Context: an optimization exercise on an open-source flow, tuned for small area and a short achievable clock period. The choices shown serve that exercise and are no tape-out recipe. Where RTL was checked, it was by simulation tests only, not by an equivalence proof against the original. Power figures rest on the tool's default switching activity, not on a simulated workload.

Design PipelinedFAdd, start of the top module:
module PipelinedFAdd (
  input  wire        clk,
  input  wire        rst,
  input  wire [31:0] A,
  input  wire [31:0] B,
  input  wire        operation,
  input  wire        in_valid,
  output wire [31:0] result,
  output wire        out_valid
);
Size: about 1,600 cells after synthesis, roughly 100 I/O pins, about 0.011 mm² of cells after synthesis.
==> module PipelinedFAdd, before the edit <==
module PipelinedFAdd (
  input  wire        clk,
  input  wire        rst,
  input  wire [31:0] A,
  input  wire [31:0] B,
  input  wire        operation,
  input  wire        in_valid,
  output wire [31:0] result,
  output wire        out_valid
);
  wire e_gt, e_eq;
  CmpTree #(8) u_ce (.a(A[30:23]), .b(B[30:23]), .gt(e_gt), .eq(e_eq));
  wire [4:0] dab, dba;
  wire       d_ge, d_eq;
  ExpDiff #(5) u_ed (.ea(A[27:23]), .eb(B[27:23]), .dab(dab), .dba(dba), .ge(d_ge), .eq(d_eq));
  reg  [31:0] r1_a, r1_b;
  reg  [4:0]  r1_dab, r1_dba;
  reg         r1_op, r1_swap;
  always @(posedge clk) begin
    r1_a    <= A;
    r1_b    <= B;
    r1_op   <= operation;
    r1_swap <= e_gt | (e_eq & ~(|A[22:0]) & (|B[22:0]));
    r1_dab  <= dab;
    r1_dba  <= dba;
  end
  wire        sa = r1_a[31];
  wire        sb = r1_b[31] ^ r1_op;
  wire [7:0]  ea = r1_a[30:23];
  wire [7:0]  eb = r1_b[30:23];
  wire [22:0] fa = r1_a[22:0];
  wire [22:0] fb = r1_b[22:0];
  wire ea_nz  = |ea;
  wire eb_nz  = |eb;
  wire fa_nz  = |fa;
  wire fb_nz  = |fb;
  wire a_inf  = (&ea) & ~fa_nz;
  wire b_inf  = (&eb) & ~fb_nz;
  wire a_zero = ~ea_nz & ~fa_nz;
  wire b_zero = ~eb_nz & ~fb_nz;
  wire special = (&ea) | (&eb) | a_zero | b_zero;
  wire sub    = sa ^ sb;
  wire r1_eeq = (ea == eb);
  wire qnan   = a_inf & b_inf & r1_op & sub;
  wire zflip  = a_zero & b_zero & r1_op;
  wire [7:0]  e_big   = r1_swap ? eb : ea;
  wire [7:0]  e_small = r1_swap ? ea : eb;
  wire [4:0]  d       = r1_swap ? r1_dba : r1_dab;
  wire [7:0]  e_diff  = e_big - e_small;
  wire        kill    = special | (e_diff > 8'd23);
  wire [22:0] f_big   = r1_swap ? fb : fa;
  wire [22:0] f_small = r1_swap ? fa : fb;
  wire        h_big   = (r1_swap ? eb_nz : ea_nz) | special;
  wire        h_small = r1_swap ? ea_nz : eb_nz;
  wire [23:0] ms_sh   = {h_small, f_small} >> d;
  wire f_gt, f_eq;
  CmpTree #(23) u_cf (.a(fa), .b(fb), .gt(f_gt), .eq(f_eq));
  wire rev    = r1_eeq & ~special & sub & (r1_swap ? (~f_gt & ~f_eq) : f_gt);
  wire cancel = r1_eeq & ~special & sub & f_eq;
  reg  [7:0]  r2_q;
  reg  [23:0] r2_xb, r2_ys;
  reg         r2_s, r2_sub, r2_qnan;
  always @(posedge clk) begin
    r2_q    <= cancel ? (~e_big - 8'd25) : (~e_big - 8'd1);
    r2_xb   <= {h_big, f_big} ^ {24{sub & ~rev}};
    r2_ys   <= rev ? ~{h_small, f_small} : (kill ? 24'd0 : ms_sh);
    r2_sub  <= sub;
    r2_qnan <= qnan;
    r2_s    <= ~qnan & (((r1_swap ^ rev) ? sb : sa) ^ zflip);
  end
  wire [23:0] ad_s;
  wire        ad_co;
  BkAdd #(24) u_add (.x(r2_xb), .y(r2_ys), .s(ad_s), .co(ad_co));
  reg  [7:0]  r3_q;
  reg  [24:0] r3_sum;
  reg         r3_s;
  always @(posedge clk) begin
    r3_q    <= r2_q;
    r3_sum  <= {ad_co & ~r2_sub, ad_s ^ {24{r2_sub}}} | {2'b00, r2_qnan, 22'd0};
    r3_s    <= r2_s;
  end
  wire [4:0] lz;
  wire       lz_zero;
  Lzc32 u_lzc (.x({r3_sum, 7'h7F}), .cnt(lz), .zero(lz_zero));
  wire [24:0] sh4 = lz[4] ? {r3_sum[8:0], 16'd0} : r3_sum;
  wire [24:0] sh3 = lz[3] ? {sh4[16:0], 8'd0} : sh4;
  wire [24:0] sh2 = lz[2] ? {sh3[20:0], 4'd0} : sh3;
  wire [24:0] sh1 = lz[1] ? {sh2[22:0], 2'd0} : sh2;
  wire [24:0] sh0 = lz[0] ? {sh1[23:0], 1'd0} : sh1;
  wire [7:0] ne_out;
  wire       ne_co;
  KsAdd #(8) u_exp (.x(r3_q), .y({3'd0, lz}), .s(ne_out), .co(ne_co));
  reg [31:0] r4_res;
  always @(posedge clk)
    r4_res <= {r3_s, ~ne_out, sh0[23], sh0[22:1]};
  assign result = r4_res;
  reg [3:0] vld;
  always @(posedge clk or posedge rst)
    if (rst) vld <= 4'b0000;
    else     vld <= {vld[2:0], in_valid};
  assign out_valid = vld[3];
endmodule
Settings: LEC_CHECK=0, ABC_AREA=1, CAP_MARGIN=20, CORE_MARGIN=2, CORE_UTILIZATION=40, CTS_BUF_LIST=sky130_fd_sc_hd__clkbuf_8, CTS_CLUSTER_DIAMETER=60, CTS_CLUSTER_SIZE=25, SETUP_SLACK_MARGIN=5, SLEW_MARGIN=20; clock period 8.0 ns.
standard.sh (not shown) runs the stock make flow with config.mk's settings and CLKGATE_MAP_FILE= SYNTH_SCRIPT=/design/flow/synth_recipe.tcl, a recipe that flattens the netlist after the stock synthesis.
==> flow/flow/run.sh <==
#!/bin/bash
# Standard layout, with the adder cells left to ABC (no full/half adder
# extraction before it), port buffers of a plain buffer cell, a shallower
# clock tree, and timing repair aiming at a tighter setup margin.
# make's output goes to standard.log, each ORFS step logs to orfs/logs/.
bash standard.sh ADDER_MAP_FILE= SETUP_SLACK_MARGIN=5.5 TNS_END_PERCENT=10 \
  "BUFFER_PORTS_ARGS=-buffer_cell sky130_fd_sc_hd__buf_2" \
  "CTS_ARGS=-sink_clustering_enable -repair_clock_nets -sink_clustering_size 16 -sink_clustering_max_diameter 120 -buf_list sky130_fd_sc_hd__clkbuf_16 -root_buf sky130_fd_sc_hd__clkbuf_16 -sink_clustering_levels 1 -num_static_layers 0" \
  finish > standard.log 2>&1
Next try:
--- a/flow/design.v
+++ b/flow/design.v
@@ -245,11 +245,15 @@
   ExpDiff #(5) u_ed (.ea(A[27:23]), .eb(B[27:23]), .dab(dab), .dba(dba), .ge(d_ge), .eq(d_eq));
   reg  [31:0] r1_a, r1_b;
   reg  [4:0]  r1_dab, r1_dba;
-  reg         r1_op, r1_swap;
+  reg         r1_op, r1_swap, r1_fgt, r1_feq;
+  wire f_gt, f_eq;
+  CmpTree #(23) u_cf (.a(A[22:0]), .b(B[22:0]), .gt(f_gt), .eq(f_eq));
   always @(posedge clk) begin
     r1_a    <= A;
     r1_b    <= B;
     r1_op   <= operation;
+    r1_fgt  <= f_gt;
+    r1_feq  <= f_eq;
     r1_swap <= e_gt | (e_eq & ~(|A[22:0]) & (|B[22:0]));
     r1_dab  <= dab;
     r1_dba  <= dba;
@@ -283,10 +287,8 @@
   wire        h_big   = (r1_swap ? eb_nz : ea_nz) | special;
   wire        h_small = r1_swap ? ea_nz : eb_nz;
   wire [23:0] ms_sh   = {h_small, f_small} >> d;
-  wire f_gt, f_eq;
-  CmpTree #(23) u_cf (.a(fa), .b(fb), .gt(f_gt), .eq(f_eq));
-  wire rev    = r1_eeq & ~special & sub & (r1_swap ? (~f_gt & ~f_eq) : f_gt);
-  wire cancel = r1_eeq & ~special & sub & f_eq;
+  wire rev    = r1_eeq & ~special & sub & (r1_swap ? (~r1_fgt & ~r1_feq) : r1_fgt);
+  wire cancel = r1_eeq & ~special & sub & r1_feq;
   reg  [7:0]  r2_q;
   reg  [23:0] r2_xb, r2_ys;
   reg         r2_s, r2_sub, r2_qnan;
=>
- The changed run finished with timing, DRC and antenna clean
- first-iteration DRC count went down by 5.7%
- die area went up by 2.2%
- sequential share of layout area is about the same
- wire length went up by 4.4%
- clock-buffer cell count is unchanged
- cell count went up by 3.1%
- sequential power is about the same
- total power went down by 0.61%
No functional check of the RTL was part of any run of this note.

========
north:
PipelinedFAdd, a different RTL version from the one above (not shown whole).
Size in the first run: roughly 1600 cells after synthesis, about 100 I/O pins.
==> module PipelinedFAdd, before the edit <==
module PipelinedFAdd (
  input  wire        clk,
  input  wire        rst,
  input  wire [31:0] A,
  input  wire [31:0] B,
  input  wire        operation,
  input  wire        in_valid,
  output wire [31:0] result,
  output wire        out_valid
);
  wire e_gt, e_eq;
  CmpTree #(8) u_ce (.a(A[30:23]), .b(B[30:23]), .gt(e_gt), .eq(e_eq));
  wire [4:0] dab, dba;
  wire       d_ge, d_eq;
  ExpDiff #(5) u_ed (.ea(A[27:23]), .eb(B[27:23]), .dab(dab), .dba(dba), .ge(d_ge), .eq(d_eq));
  reg  [31:0] r1_a, r1_b;
  reg  [4:0]  r1_dab, r1_dba;
  reg         r1_op, r1_swap, r1_eeq;
  always @(posedge clk) begin
    r1_a    <= A;
    r1_b    <= B;
    r1_op   <= operation;
    r1_swap <= e_gt | (e_eq & ~(|A[22:0]) & (|B[22:0]));
    r1_eeq  <= e_eq;
    r1_dab  <= dab;
    r1_dba  <= dba;
  end
  wire        sa = r1_a[31];
  wire        sb = r1_b[31] ^ r1_op;
  wire [7:0]  ea = r1_a[30:23];
  wire [7:0]  eb = r1_b[30:23];
  wire [22:0] fa = r1_a[22:0];
  wire [22:0] fb = r1_b[22:0];
  wire ea_nz  = |ea;
  wire eb_nz  = |eb;
  wire fa_nz  = |fa;
  wire fb_nz  = |fb;
  wire a_inf  = (&ea) & ~fa_nz;
  wire b_inf  = (&eb) & ~fb_nz;
  wire a_zero = ~ea_nz & ~fa_nz;
  wire b_zero = ~eb_nz & ~fb_nz;
  wire special = (&ea) | (&eb) | a_zero | b_zero;
  wire sub    = sa ^ sb;
  wire qnan   = a_inf & b_inf & r1_op & sub;
  wire zflip  = a_zero & b_zero & r1_op;
  wire [7:0]  e_big   = r1_swap ? eb : ea;
  wire [7:0]  e_small = r1_swap ? ea : eb;
  wire [4:0]  d       = r1_swap ? r1_dba : r1_dab;
  wire [7:0]  e_diff  = e_big - e_small;
  wire        kill    = special | (e_diff > 8'd23);
  wire [22:0] f_big   = r1_swap ? fb : fa;
  wire [22:0] f_small = r1_swap ? fa : fb;
  wire        h_big   = (r1_swap ? eb_nz : ea_nz) | special;
  wire        h_small = r1_swap ? ea_nz : eb_nz;
  wire [23:0] ms_sh   = {h_small, f_small} >> d;
  wire f_gt, f_eq;
  CmpTree #(23) u_cf (.a(fa), .b(fb), .gt(f_gt), .eq(f_eq));
  wire rev    = r1_eeq & ~special & sub & (r1_swap ? (~f_gt & ~f_eq) : f_gt);
  wire cancel = r1_eeq & ~special & sub & f_eq;
  reg  [7:0]  r2_q;
  reg  [23:0] r2_xb, r2_ys;
  reg         r2_s, r2_sub, r2_qnan;
  always @(posedge clk) begin
    r2_q    <= cancel ? (~e_big - 8'd25) : (~e_big - 8'd1);
    r2_xb   <= {h_big, f_big} ^ {24{sub & ~rev}};
    r2_ys   <= rev ? ~{h_small, f_small} : (kill ? 24'd0 : ms_sh);
    r2_sub  <= sub;
    r2_qnan <= qnan;
    r2_s    <= ~qnan & (((r1_swap ^ rev) ? sb : sa) ^ zflip);
  end
  wire [23:0] ad_s;
  wire        ad_co;
  BkAdd #(24) u_add (.x(r2_xb), .y(r2_ys), .s(ad_s), .co(ad_co));
  reg  [7:0]  r3_q;
  reg  [24:0] r3_sum;
  reg         r3_s, r3_qnan;
  always @(posedge clk) begin
    r3_q    <= r2_q;
    r3_sum  <= {ad_co & ~r2_sub, ad_s ^ {24{r2_sub}}};
    r3_s    <= r2_s;
    r3_qnan <= r2_qnan;
  end
  wire [4:0] lz;
  wire       lz_zero;
  Lzc32 u_lzc (.x({r3_sum, 7'h7F}), .cnt(lz), .zero(lz_zero));
  wire [24:0] sh4 = lz[4] ? {r3_sum[8:0], 16'd0} : r3_sum;
  wire [24:0] sh3 = lz[3] ? {sh4[16:0], 8'd0} : sh4;
  wire [24:0] sh2 = lz[2] ? {sh3[20:0], 4'd0} : sh3;
  wire [24:0] sh1 = lz[1] ? {sh2[22:0], 2'd0} : sh2;
  wire [24:0] sh0 = lz[0] ? {sh1[23:0], 1'd0} : sh1;
  wire [7:0] ne_out;
  wire       ne_co;
  KsAdd #(8) u_exp (.x(r3_q), .y({3'd0, lz}), .s(ne_out), .co(ne_co));
  reg [31:0] r4_res;
  always @(posedge clk)
    r4_res <= {r3_s, ~ne_out, sh0[23] | r3_qnan, sh0[22:1]};
  assign result = r4_res;
  reg [3:0] vld;
  always @(posedge clk or posedge rst)
    if (rst) vld <= 4'b0000;
    else     vld <= {vld[2:0], in_valid};
  assign out_valid = vld[3];
endmodule
==> flow/config.mk <==
export PLATFORM = sky130hd
export DESIGN_NAME = PipelinedFAdd
export DESIGN_NICKNAME = PipelinedFAdd
export VERILOG_FILES = /design/flow/design.v
export SDC_FILE = /design/flow/constraint.sdc
export NUM_CORES = 4
export LEC_CHECK = 0
export ABC_AREA = 1
export CAP_MARGIN = 20
export CORE_MARGIN = 2
export CORE_UTILIZATION = 40
export CTS_BUF_LIST = sky130_fd_sc_hd__clkbuf_8
export CTS_CLUSTER_DIAMETER = 60
export CTS_CLUSTER_SIZE = 25
export SETUP_SLACK_MARGIN = 5
export SLEW_MARGIN = 20
==> flow/constraint.sdc <==
create_clock -name core_clock -period 8.0 [get_ports {clk}]
set_input_delay 1.6000 -clock core_clock [delete_from_list [all_inputs] [get_ports {clk}]]
set_output_delay 1.6000 -clock core_clock [all_outputs]
set_load 0.01 [all_outputs]
Scripts as last shown in full above: flow/flow/run.sh
> inputs changed (north -> south)
==> flow/design.v, changed modules only <==
module PipelinedFAdd (
  input  wire        clk,
  input  wire        rst,
  input  wire [31:0] A,
  input  wire [31:0] B,
  input  wire        operation,
  input  wire        in_valid,
  output wire [31:0] result,
  output wire        out_valid
);
  wire e_gt, e_eq;
  CmpTree #(8) u_ce (.a(A[30:23]), .b(B[30:23]), .gt(e_gt), .eq(e_eq));
  wire f_gt, f_eq;
  CmpTree #(23) u_cf (.a(A[22:0]), .b(B[22:0]), .gt(f_gt), .eq(f_eq));
  reg  [31:0] r1_a, r1_b;
  reg         r1_op, r1_swap, r1_fgt, r1_feq;
  always @(posedge clk) begin
    r1_a    <= A;
    r1_b    <= B;
    r1_op   <= operation;
    r1_fgt  <= f_gt;
    r1_feq  <= f_eq;
    r1_swap <= e_gt | (e_eq & ~(|A[22:0]) & (|B[22:0]));
  end
  wire        sa = r1_a[31];
  wire        sb = r1_b[31] ^ r1_op;
  wire [7:0]  ea = r1_a[30:23];
  wire [7:0]  eb = r1_b[30:23];
  wire [22:0] fa = r1_a[22:0];
  wire [22:0] fb = r1_b[22:0];
  wire ea_nz  = |ea;
  wire eb_nz  = |eb;
  wire fa_nz  = |fa;
  wire fb_nz  = |fb;
  wire a_inf  = (&ea) & ~fa_nz;
  wire b_inf  = (&eb) & ~fb_nz;
  wire a_zero = ~ea_nz & ~fa_nz;
  wire b_zero = ~eb_nz & ~fb_nz;
  wire special = (&ea) | (&eb) | a_zero | b_zero;
  wire sub    = sa ^ sb;
  wire r1_eeq = (ea == eb);
  wire qnan   = a_inf & b_inf & r1_op & sub;
  wire zflip  = a_zero & b_zero & r1_op;
  wire [7:0]  e_big   = r1_swap ? eb : ea;
  wire [7:0]  e_small = r1_swap ? ea : eb;
  wire [7:0]  e_diff  = e_big - e_small;
  wire        kill    = special | (e_diff > 8'd23);
  wire [22:0] f_big   = r1_swap ? fb : fa;
  wire [22:0] f_small = r1_swap ? fa : fb;
  wire        h_big   = (r1_swap ? eb_nz : ea_nz) | special;
  wire        h_small = r1_swap ? ea_nz : eb_nz;
  wire [23:0] al0     = e_diff[0] ? {1'd0,  h_small, f_small[22:1]} : {h_small, f_small};
  wire [23:0] al1     = e_diff[1] ? {2'd0,  al0[23:2]}  : al0;
  wire [23:0] al2     = e_diff[2] ? {4'd0,  al1[23:4]}  : al1;
  wire [23:0] al3     = e_diff[3] ? {8'd0,  al2[23:8]}  : al2;
  wire [23:0] ms_sh   = e_diff[4] ? {16'd0, al3[23:16]} : al3;
  wire rev    = r1_eeq & ~special & sub & (r1_swap ? (~r1_fgt & ~r1_feq) : r1_fgt);
  wire cancel = r1_eeq & ~special & sub & r1_feq;
  reg  [7:0]  r2_q;
  reg  [23:0] r2_xb, r2_ys;
  reg         r2_s, r2_sub, r2_qnan;
  always @(posedge clk) begin
    r2_q    <= cancel ? (~e_big - 8'd25) : (~e_big - 8'd1);
    r2_xb   <= {h_big, f_big} ^ {24{sub & ~rev}};
    r2_ys   <= rev ? ~{h_small, f_small} : (kill ? 24'd0 : ms_sh);
    r2_sub  <= sub;
    r2_qnan <= qnan;
    r2_s    <= ~qnan & (((r1_swap ^ rev) ? sb : sa) ^ zflip);
  end
  wire [23:0] ad_s;
  wire        ad_co;
  BkAdd #(24) u_add (.x(r2_xb), .y(r2_ys), .s(ad_s), .co(ad_co));
  reg  [7:0]  r3_q;
  reg  [24:0] r3_sum;
  reg         r3_s;
  always @(posedge clk) begin
    r3_q    <= r2_q;
    r3_sum  <= {ad_co & ~r2_sub, ad_s ^ {24{r2_sub}}} | {2'b00, r2_qnan, 22'd0};
    r3_s    <= r2_s;
  end
  wire [4:0] lz;
  wire       lz_zero;
  Lzc32 u_lzc (.x({r3_sum, 7'h7F}), .cnt(lz), .zero(lz_zero));
  wire [24:0] sh4 = lz[4] ? {r3_sum[8:0], 16'd0} : r3_sum;
  wire [24:0] sh3 = lz[3] ? {sh4[16:0], 8'd0} : sh4;
  wire [24:0] sh2 = lz[2] ? {sh3[20:0], 4'd0} : sh3;
  wire [24:0] sh1 = lz[1] ? {sh2[22:0], 2'd0} : sh2;
  wire [24:0] sh0 = lz[0] ? {sh1[23:0], 1'd0} : sh1;
  wire [7:0] ne_out;
  wire       ne_co;
  KsAdd #(8) u_exp (.x(r3_q), .y({3'd0, lz}), .s(ne_out), .co(ne_co));
  reg [31:0] r4_res;
  always @(posedge clk)
    r4_res <= {r3_s, ~ne_out, sh0[23], sh0[22:1]};
  assign result = r4_res;
  reg [3:0] vld;
  always @(posedge clk or posedge rst)
    if (rst) vld <= 4'b0000;
    else     vld <= {vld[2:0], in_valid};
  assign out_valid = vld[3];
endmodule
Results
Across south and north, the outcome is the same: a clean finish for every run. The register-to-register setup slack in south sits 0.07 ns above the value recorded for north. north → south: area taken by flip-flops and latches saw a decrease; total non-filler cell area in the finished layout saw an increase; achievable clock frequency rose 0.56%; final routed wire length divided by cell count saw a decrease; multiplexer area fraction after synthesis decreased by 0.64 points relative to the old numbers. First-iteration DRC count: south < north. Per the comparison of south with north, global-route usage now sits higher; worst setup slack now sits higher; net load switching power now sits higher; global-route wire length before repair now sits at about the same level. south: worst voltage drop across the vdd grid is 11% lower than what north reported. On clock tree cell share of total cell area, the lower figure sits with north, not south.
Function not checked in south: the RTL went through the layout flow alone.

## re-timing with driven ports
The flow's constraints put no driver on any port. The routed layouts listed below were extracted and timed again, unchanged, in two steps.
Step 1 (the two cells are an assumption about what drives the block):
set clk [get_ports {clk}]
set_driving_cell -lib_cell sky130_fd_sc_hd__clkbuf_16 $clk
set_driving_cell -lib_cell sky130_fd_sc_hd__buf_2 [delete_from_list [all_inputs] $clk]
Step 2, shift: input delay + t, output delay - t, t = (earliest + latest rising clock arrival at the registers) / 2. This alone moves slack from input paths to output paths.
Three values: ideal, step 1, step 2; two values: the first two.
| run | shift t [ns] | setup slack, ns | worst slew at a driven data input, ns |
|---|---|---|---|
| the first run of note 1 | 0.523 | 5.368 / 5.365 / 4.842 | 0.05 |
| the second run of note 1 | 0.532 | 5.431 / 5.383 / 5.002 | 0.03 |
| north | 0.536 | 5.436 / 5.392 / 4.984 | 0.04 |
| south | 0.480 | 5.450 / 5.436 / 5.000 | 0.03 |
After both steps setup and hold are still met in every run listed. The setup slack of the first run of note 1, which loses most, moves by -0.003 ns with the drivers and by -0.526 ns with both steps.
